From an optimization exercise on the open Yosys and OpenROAD flow, aimed at small area; shortcuts taken in it are not production practice.
The RTL was checked by simulation tests, not by an equivalence proof against the original design.

## flow/design.v (module list and top-level ports; edited modules follow where they fit)
// module cordic_B: 3713 lines
module cordic_B(
  input                     clk,
  input                     rst_n,
  input  signed [31:0]      x,
  input  signed [31:0]      y,
  input                     start,
  input                     start1,
  output wire signed [31:0] angle,
  output wire signed [31:0] anglef
);
  // ...
==> flow/flow/run.sh <==
#!/bin/bash
# Own layout flow: the standard ORFS flow (standard.sh), with these changes:
#  - ABC maps the logic with an area-oriented script (flow/abc.script) in
#    place of ORFS's abc_speed.script; Yosys's synthesis script and every
#    register it makes are unchanged;
#  - port buffers use the platform's smallest buffer;
#  - clock tree synthesis inserts no dummy loads.
set -euo pipefail
here=$(pwd)
rm -rf "$here/scripts"
cp -r "$FLOW_HOME/scripts" "$here/scripts"
cp "$here/flow/abc.script" "$here/scripts/abc_speed.script"
export SCRIPTS_DIR="$here/scripts"
export BUFFER_PORTS_ARGS="-buffer_cell sky130_fd_sc_hd__buf_1"
export CTS_ARGS="-sink_clustering_enable -repair_clock_nets -sink_clustering_size 24 -sink_clustering_max_diameter 80 -buf_list sky130_fd_sc_hd__clkbuf_16 -dont_use_dummy_load"
bash standard.sh > "$here/standard_flow.log" 2>&1
==> flow/flow/abc.script <==
&get -n
&st
&dch -f -x
&nf -R 1000
&put
buffer -c
topo
stime -c
upsize -c
dnsize -c
==> flow/standard.sh <==
#!/bin/bash
# synth_recipe.tcl (not shown) runs the flow's synth.tcl, then flattens the netlist and writes it again
# the make line also repeats each setting of config.mk as NAME=value (left out here)
make -C /OpenROAD-flow-scripts/flow DESIGN_CONFIG=/design/flow/config.mk WORK_HOME=/design/flow/orfs CLKGATE_MAP_FILE= SYNTH_SCRIPT=/design/flow/synth_recipe.tcl "${@:-finish}"
==> flow/config.mk <==
export PLATFORM = sky130hd
export DESIGN_NAME = cordic_B
export DESIGN_NICKNAME = cordic_B
export VERILOG_FILES = /design/flow/design.v
export SDC_FILE = /design/flow/constraint.sdc
export NUM_CORES = 4
export LEC_CHECK = 0
export CAP_MARGIN = 20
export CORE_MARGIN = 2
export CORE_UTILIZATION = 40
export CTS_BUF_LIST = sky130_fd_sc_hd__clkbuf_16
export CTS_CLUSTER_DIAMETER = 80
export CTS_CLUSTER_SIZE = 24
export PLACE_DENSITY = 0.6
export SLEW_MARGIN = 20
==> flow/constraint.sdc <==
create_clock -name core_clock -period 6.0 [get_ports {clk}]
set_input_delay 1.2000 -clock core_clock [delete_from_list [all_inputs] [get_ports {clk}]]
set_output_delay 1.2000 -clock core_clock [all_outputs]
set_load 0.01 [all_outputs]
==> out/metrics.cfg, run 1 <==
[clock_network]
cts_setup_buffers=0

[logic_synthesis]
synthTopCellsByCount=dfxtp_1 (752), ha_1 (690), inv_1 (577), xor2_1 (562), xnor2_1 (478)
synth_xor_area_share_pct=19.0
yosys.area.top_type_share_pct=30.7
seq_area_frac_synth_pct=33.5
yosys.area_share.simple_pct=8.06
mappedNetlistArea_um2=49000

[grt]
use_met1_pct=20.6
overflow=0
grt_first_pass_wirelength_um=166000

[worst_setup_path]
crit_chain=inv_1 -> fa_1 -> fa_1 -> fa_1 -> inv_1 -> fa_1 -> inv_1 -> fa_1 -> fa_1 -> fa_1 -> fa_1 -> fa_1 -> fa_1 -> fa_1 -> fa_1
r2r_slack_ns=0.28
path_common_cell=fa_1

[finish]
buf_share_pct=3.33
stdcell_area_um2=53600
nFlopsAndLatches=806
top_area_cell_class=multi-input combinational cells
n_antenna_cell=1
nClkBuffers=47
drive_gt1_share_pct=5.74
seqCellArea_um2=16400

[floorplan]
io_pins=132
dieArea_um2=125000
die_y_um=354
taps=1625

[timing]
clock_skew_ns=0.0545
fmax_mhz=175
tns_ns=0
fin_hold_ws_ns=0.313
setup_viol_count_final=0
min_period_ns=5.72

[run_status]
outcome=finished clean

[routing]
dr_wl_met2_um=50200
drtPass1Iterations=7

==> run 2: changes to the inputs <==
==> flow/flow/abc.script (replaced) <==
&get -n
&st
&dch -f
&nf -a -R 1000
&put
buffer -c
topo
stime -c
upsize -c
dnsize -c
==> out/metrics.cfg, run 2 <==
[timing]
setup_viol_count_final=0  ; unchanged
fin_crit_sh_pct=94.6  ; was 95.3%
rsz0062_at_grt=yes  ; unchanged
hold_viol_final=0  ; unchanged
fmax_mhz=176  ; was 175 MHz
fin_hold_ws_ns=0.310  ; was 0.313 ns
relSlewSlack_pct=42.1  ; was 45.6%
drv_slew=0  ; unchanged
setup_slack_ns=0.327  ; was 0.279 ns
tightestPinTransition_ns=0.866  ; was 0.809 ns
min_period_ns=5.67  ; was 5.72 ns
clock_skew_ns=0.0634  ; was 0.0545 ns

[logic_synthesis]
async_reset_ff_share_pct=6.70  ; unchanged
mappedNetlistArea_um2=48900  ; was 49000 um^2
syn-num-nets=5949  ; was 5956
ys_seq_elements=806  ; unchanged
synth_top_cell_by_area=dfxtp_1  ; unchanged
synthMostInstantiatedCell=dfxtp_1  ; unchanged
yosys.area.top_type_share_pct=30.8  ; was 30.7%
ys_warn_count=1  ; unchanged
synthTopCellsByCount=dfxtp_1 (752), ha_1 (690), xor2_1 (571), inv_1 (568), xnor2_1 (466)  ; was dfxtp_1 (752), ha_1 (690), inv_1 (577), xor2_1 (562), xnor2_1 (478)
synth-main-ff-cell=dfxtp_1  ; unchanged
synth-edff-count=0  ; unchanged
yosys-top-cells-area=dfxtp_1 (31%), ha_1 (18%), xor2_1 (10%), xnor2_1 (8.3%), fa_1 (6.1%)  ; was dfxtp_1 (31%), ha_1 (18%), xor2_1 (10%), xnor2_1 (8.5%), fa_1 (6.0%)
seq_area_frac_synth_pct=33.5  ; about the same
netlist_instances=5043  ; was 5050
syn_avg_cell_area_um2=9.70  ; about the same
synth_cell_types=83  ; was 82

[floorplan]
core_um2=122000  ; about the same
dieArea_um2=125000  ; about the same
io_pins=132  ; unchanged
initial_utilization_pct=40.3  ; was 40.2%
die_y_um=354  ; about the same
die_x_um=354  ; about the same
rows=128  ; unchanged

[finish]
area_growth_syn_to_layout_pct=8.91  ; was 9.35%
drive_gt1_share_pct=5.36  ; was 5.74%
final_cell_mix=dfxtp_1 (745), ha_1 (689), inv_1 (567), xor2_1 (567), xnor2_1 (463)  ; was dfxtp_1 (744), ha_1 (690), inv_1 (577), xor2_1 (560), xnor2_1 (474)
stdcell_count=6872  ; was 6904
final_common_cell=dfxtp_1  ; unchanged
stdcell_area_um2=53300  ; was 53600 um^2
n_antenna_cell=0  ; was 1
fill_cells=11702  ; was 11843
finish.net_count=6155  ; was 6186

[routing]
dr_wl_met2_um=50000  ; was 50200 um
vias=32576  ; was 32683
detail_route.drc_violations=0  ; unchanged
detail_route.wl_per_cell_um=14.7  ; was 14.8 um
top_layer=met4  ; was met5
vias_per_cell=4.74  ; was 4.73
drtPass1Iterations=5  ; was 7
drt_iter0_markers=1265  ; was 1372
ant_nets=0  ; unchanged
met3_length_um=2040  ; was 2570 um
routed_wl_um=101000  ; was 102000 um
m1WireLength_um=46900  ; about the same

[run]
max_cap_violations=0  ; unchanged

[worst_setup_path]
crit_chain=inv_1 -> fa_1 -> fa_1 -> fa_1 -> inv_1 -> fa_1 -> inv_1 -> fa_1 -> fa_1 -> fa_1 -> fa_1 -> fa_1 -> fa_1 -> fa_1 -> fa_1  ; unchanged
worstSetupPathType=reg -> reg  ; unchanged
cp_slowest_stage_delay_ns=0.62  ; was 0.63 ns
timing.rr.end=c12_r0[1]$_DFF_P_  ; unchanged
cp-end-kind=flip-flop  ; unchanged
path_common_cell=fa_1  ; unchanged
r2r_start=c11_s[1]$_DFF_P_  ; unchanged
r2r_cells=15  ; unchanged
slowest_stage=fa_1  ; unchanged
crit_fanout=5  ; unchanged
critPathLaunchType=flip-flop  ; unchanged
critPathArrivalTime_ns=6.17  ; was 6.23 ns
crit_required_ns=6.50  ; was 6.51 ns
r2r_slack_ns=0.33  ; was 0.28 ns

[placement]
port_buffers=130  ; unchanged
place_inst=6823  ; was 6851
gp_congestion=0.865  ; was 0.871
place_ws_ns=-0.0780  ; was -0.0961 ns
place_area_um2=51900  ; was 52200 um^2
dp_hpwl_um=84700  ; was 86400 um

[clock_network]
cts_buffer_depth=3  ; unchanged
clock-root-buffer=clkbuf_16  ; unchanged
cts_inserted_buffers=46  ; was 47
cts_tree=done  ; unchanged
numClockSinks=806  ; unchanged
h-tree-depth=2  ; unchanged
clk_latency_ns=0.62  ; was 0.63 ns
cts.reportedPaths.clkPinSlew_ns=0.09  ; about the same

[worst_hold_path]
holdCritPathClass=reg -> reg  ; unchanged
holdPathStages=0  ; unchanged
hold_end=c3_s[0]$_DFF_P_  ; was c2_s[0]$_DFF_P_
min_from=c2_s[0]$_DFF_P_  ; was c1_s[0]$_DFF_P_

[run_status]
outcome=finished clean  ; unchanged

[grt]
grt_max_degree=82  ; unchanged
grtUsageTotal_pct=15.9  ; was 16.2%
grt_first_pass_wirelength_um=164000  ; was 166000 um
overflow=0  ; unchanged
grt_pass1_vias=32378  ; was 32791
antenna_found_initial=3  ; unchanged

==> run 2: cell types whose count changed after synthesis, sizes merged, moves of 5 or more <==
cell    change
xnor2      -12
a21o        +6
and3        +9
a21oi       +6
inv         -8
nor2        -7
a211oi      -5
xor2        +8
a31oi       +7
==> run 2: cell type report <==
class	count	area, um^2	area share, %
Clock buffer	46	1150	2.16
Inverter	570	2140	4.01
Multi-Input combinational cell	3553	30000	56.2
Sequential cell	806	16400	30.8
Tap cell	1625	2030	3.82
Timing Repair Buffer	272	1590	2.99
==> run 2: cell families after synthesis <==
| logic type | synth area share, % |
|---|---|
| flip-flops | 33.5 |
| XOR/XNOR | 18.9 |
| AO/OA/AOI/OAI | 10.1 |
| adder cells (fa/ha/maj) | 23.7 |
| multiplexers | 0.0435 |
| buffers and inverters | 5.66 |
| AND/OR/NAND/NOR | 8.10 |
==> run 2: timing repair <==
action                                  4_1_cts  5_1_grt
resized for setup                             5       37
pin swaps                                     0       19
hold buffers                                  0        0
endpoints found under the setup margin        5       18
setup buffers                                 0        3
==> run 2: worst max path at each step <==
| stage | from | endpoint | slack, ns | depth (start not counted) |
|---|---|---|---|---|
| global route | c0_v[15]$_DFFE_PN0P_ | c1_v[18]$_DFF_P_ | -0.04 | 34 |
| detailed placement | c0_v[15]$_DFFE_PN0P_ | c1_v[18]$_DFF_P_ | -0.08 | 31 |
| floorplan | c0_v[15]$_DFFE_PN0P_ | c1_v[18]$_DFF_P_ | 0.04 | 34 |
| CTS | c10_v[31]$_DFF_P_ | c11_s[15]$_DFF_P_ | 0.06 | 32 |
| global placement | c0_v[15]$_DFFE_PN0P_ | c1_v[18]$_DFF_P_ | -0.13 | 32 |
| finish | c11_s[1]$_DFF_P_ | c12_r0[1]$_DFF_P_ | 0.33 | 15 |
==> run 2: through the flow <==
| stage | util, % | TNS (ns) |
|---|---|---|
| after floorplan | - | 0 |
| after global placement | 42.7 | -0.260 |
| after detailed placement | 42.7 | -0.159 |
| after CTS | 43.7 | 0 |
| after global routing | 43.8 | -0.0628 |
| final | 43.8 | 0 |
==> run 2: layer usage <==
metal / vias up / track usage [%]
li1: 17060 / -
met2: 284 / 29.0
met4: 0 / 3.32
met3: 105 / 1.36
met5: - / 0
met1: 15127 / 20.5
==> run 2: critical path, delay by kind of cell (launching register included) <==
family	cells	cell delay, ns
flip-flops	1	0.39
buffers and inverters	3	0.31
adder cells (fa/ha/maj)	12	4.83
==> run 3: changes to the inputs <==
--- a/flow/flow/run.sh
+++ b/flow/flow/run.sh
@@ -12,5 +12,5 @@
 cp "$here/flow/abc.script" "$here/scripts/abc_speed.script"
 export SCRIPTS_DIR="$here/scripts"
 export BUFFER_PORTS_ARGS="-buffer_cell sky130_fd_sc_hd__buf_1"
-export CTS_ARGS="-sink_clustering_enable -repair_clock_nets -sink_clustering_size 24 -sink_clustering_max_diameter 80 -buf_list sky130_fd_sc_hd__clkbuf_16 -dont_use_dummy_load"
+export CTS_ARGS="-sink_clustering_enable -repair_clock_nets -sink_clustering_size 16 -sink_clustering_max_diameter 60 -buf_list sky130_fd_sc_hd__clkbuf_8 -dont_use_dummy_load"
 bash standard.sh > "$here/standard_flow.log" 2>&1
==> out/metrics.cfg, run 3 <==
[run_status]
outcome=finished clean  ; unchanged

[timing]
hold_viol_final=0  ; unchanged
tightestPinTransition_ns=0.924  ; was 0.866 ns
min_period_ns=5.67  ; about the same
tns_ns=0  ; unchanged
relSlewSlack_pct=37.9  ; was 42.1%
rsz0062_at_grt=yes  ; unchanged
clock_skew_ns=0.0778  ; was 0.0634 ns
fmax_mhz=176  ; about the same
fin_crit_sh_pct=94.4  ; was 94.6%
drv_slew=0  ; unchanged
setup_viol_count_final=0  ; unchanged

[grt]
grt_max_degree=82  ; unchanged
grt_pass1_vias=32624  ; was 32378
overflow=0  ; unchanged
antenna_found_initial=5  ; was 3
grtUsageTotal_pct=16.0  ; was 15.9%
grt_first_pass_wirelength_um=165000  ; was 164000 um

[clock_network]
h-tree-depth=3  ; was 2
cts_tree=done  ; unchanged
numClockSinks=806  ; unchanged
clock-root-buffer=clkbuf_8  ; was clkbuf_16
clk_latency_ns=0.71  ; was 0.62 ns
cts.reportedPaths.clkPinSlew_ns=0.09  ; about the same
cts_buffer_depth=3  ; unchanged
cts_inserted_buffers=79  ; was 46

[worst_setup_path]
cp-end-kind=flip-flop  ; unchanged
r2r_start=c11_s[1]$_DFF_P_  ; unchanged
crit_end=c12_r0[1]$_DFF_P_  ; unchanged
path_common_cell=fa_1  ; unchanged
crit_required_ns=6.59  ; was 6.50 ns
critPathLaunchType=flip-flop  ; unchanged
crit_buf_inv=3  ; unchanged
crit_chain=inv_1 -> fa_1 -> fa_1 -> fa_1 -> inv_1 -> fa_1 -> inv_1 -> fa_1 -> fa_1 -> fa_1 -> fa_1 -> fa_1 -> fa_1 -> fa_1 -> fa_1  ; unchanged
crit_start=c11_s[1]$_DFF_P_  ; unchanged
critical_path_depth=15  ; unchanged
critPathArrivalTime_ns=6.26  ; was 6.17 ns
cp_slowest_stage_delay_ns=0.62  ; about the same
timing.rr.end=c12_r0[1]$_DFF_P_  ; unchanged
crit_fanout=5  ; unchanged
r2r_cells=15  ; unchanged
slowest_stage=fa_1  ; unchanged
worstSetupPathType=reg -> reg  ; unchanged
path_delay_family=adder cells  ; unchanged
r2r_slack_ns=0.33  ; about the same

[finish]
finish.net_count=6186  ; was 6155
drive_gt1_share_pct=5.82  ; was 5.36%
fin_util_pct=43.8  ; about the same
stdcell_area_um2=53200  ; was 53300 um^2
area_growth_syn_to_layout_pct=8.71  ; was 8.91%
final_common_cell=dfxtp_1  ; unchanged
final_cell_mix=dfxtp_1 (745), ha_1 (689), inv_1 (568), xor2_1 (567), xnor2_1 (463)  ; was dfxtp_1 (745), ha_1 (689), inv_1 (567), xor2_1 (567), xnor2_1 (463)
stdcell_count=6904  ; was 6872

[logic_synthesis]
yosys-top-cells-area=dfxtp_1 (31%), ha_1 (18%), xor2_1 (10%), xnor2_1 (8.3%), fa_1 (6.1%)  ; unchanged
syn_avg_cell_area_um2=9.70  ; unchanged
synth-edff-count=0  ; unchanged
mappedNetlistArea_um2=48900  ; unchanged
yosys.area.top_type_share_pct=30.8  ; unchanged
async_reset_ff_share_pct=6.70  ; unchanged
synthTopCellsByCount=dfxtp_1 (752), ha_1 (690), xor2_1 (571), inv_1 (568), xnor2_1 (466)  ; unchanged
ys_seq_elements=806  ; unchanged
ys_warn_count=1  ; unchanged
synthMostInstantiatedCell=dfxtp_1  ; unchanged
netlist_instances=5043  ; unchanged
synth_cell_types=83  ; unchanged
seq_area_frac_synth_pct=33.5  ; unchanged
synth-main-ff-cell=dfxtp_1  ; unchanged
syn-num-nets=5949  ; unchanged
synth_top_cell_by_area=dfxtp_1  ; unchanged

[floorplan]
die_x_um=354  ; unchanged
core_um2=122000  ; unchanged
io_pins=132  ; unchanged
rows=128  ; unchanged
dieArea_um2=125000  ; unchanged
initial_utilization_pct=40.3  ; unchanged
die_y_um=354  ; unchanged

[routing]
vias_per_cell=4.74  ; about the same
detail_route.wl_per_cell_um=14.6  ; was 14.7 um
detail_route.drc_violations=0  ; unchanged
drtPass1Iterations=5  ; unchanged
routed_wl_um=101000  ; about the same
vias=32743  ; was 32576
drt_iter0_markers=1249  ; was 1265
ant_nets=0  ; unchanged

[placement]
port_buffers=130  ; unchanged
place_inst=6823  ; unchanged
gp_congestion=0.865  ; unchanged
dp_hpwl_um=84700  ; unchanged
place_area_um2=51900  ; unchanged

[run]
max_cap_violations=0  ; unchanged

[worst_hold_path]
holdCritPathClass=reg -> reg  ; unchanged

==> run 3: final cells by class <==
class                   count  area, um^2
fillers                 11720       68400
clock buffers              79        1090
repair buffers            270        1570
flip-flops and latches    806       16400
well taps                1625        2030
diodes                      1        2.50
inverters                 570        2140
multi-input cells        3553       29900
==> run 3: worst min-delay path by stage <==
stage,start,to,slack (ns),cells past startpoint
floorplan,c9_s[0]$_DFF_P_,c10_s[0]$_DFF_P_,0.31,0
global placement,c10_s[3]$_DFF_P_,c11_s[3]$_DFF_P_,0.31,0
detailed placement,c10_s[0]$_DFF_P_,c11_s[0]$_DFF_P_,0.31,0
CTS,c4_s[0]$_DFF_P_,c5_s[0]$_DFF_P_,0.27,0
global route,c4_s[0]$_DFF_P_,c5_s[0]$_DFF_P_,0.28,0
finish,c4_s[0]$_DFF_P_,c5_s[0]$_DFF_P_,0.29,0
==> run 3: what timing repair did <==
action / in CTS / in global routing
hold endpoints to repair: 0 / 0
gates resized for setup: 5 / 31
gates cloned: 0 / 0
buffers inserted: 0 / 1
pin swaps: 0 / 14
hold buffers: 0 / 0
endpoints found under the setup margin: 5 / 17
==> run 3: cell families (layout without fill, tap and decap cells) <==
family | after synthesis | after routing | synth area share (%)
AO/OA/AOI/OAI | 818 | 818 | 10.1
adder cells (fa/ha/maj) | 838 | 838 | 23.7
buffers and inverters | 684 | 919 | 5.66
AND/OR/NAND/NOR | 850 | 850 | 8.10
other | 0 | 1 | 0
flip-flops | 806 | 806 | 33.5
multiplexers | 2 | 2 | 0.0435
XOR/XNOR | 1045 | 1045 | 18.9
==> run 3: stage by stage <==
step / hold WS, ns / worst slack [ns]
floorplan: 0.310 / 0.0375
global placement: 0.311 / -0.127
detailed placement: 0.312 / -0.0780
CTS: 0.273 / 0.0411
global route: 0.281 / -0.111
finish: 0.286 / 0.333
==> run 3: metal layers <==
| metal | GRT usage (%) | routed length, um |
|---|---|---|
| met5 | 0 | 0 |
| met4 | 3.59 | 2040 |
| met3 | 1.91 | 2290 |
| met2 | 28.9 | 50000 |
| met1 | 20.4 | 46700 |

## what the ideal ports hide
In the flow no input, the clock included, has a driving cell. The finished layouts below were timed again as built, in two steps.
Step 1: set_driving_cell puts a clkbuf_16 on clk and a buf_2 on each other input, an assumption about the parent block.
Step 2 moves the port delays by t, midway between the first and last clock arrival at a register: inputs arrive t later, outputs are due t later. That takes back most of the time a late clock gives input paths.
a / b / c = ideal ports / drivers / drivers and shift; a / b = the first two.
run	t, ns	slack for setup (ns)	worst register clock-pin slew, ns	worst slew at a driven data input, ns	pins driven straight from the clock port
run 1	0.672	0.279 / 0.279 / -0.037	0.10 / 0.10	0.04	1
run 2	0.651	0.327 / 0.327 / 0.139	0.10 / 0.10	0.03	1
run 3	0.732	0.333 / 0.333 / 0.036	0.10 / 0.10	0.03	1
With both steps, setup timing fails in run 1, where it was met with ideal ports. For run 1, which loses most, drivers alone change the setup slack by 0.000 ns; drivers and shift together by -0.316 ns.
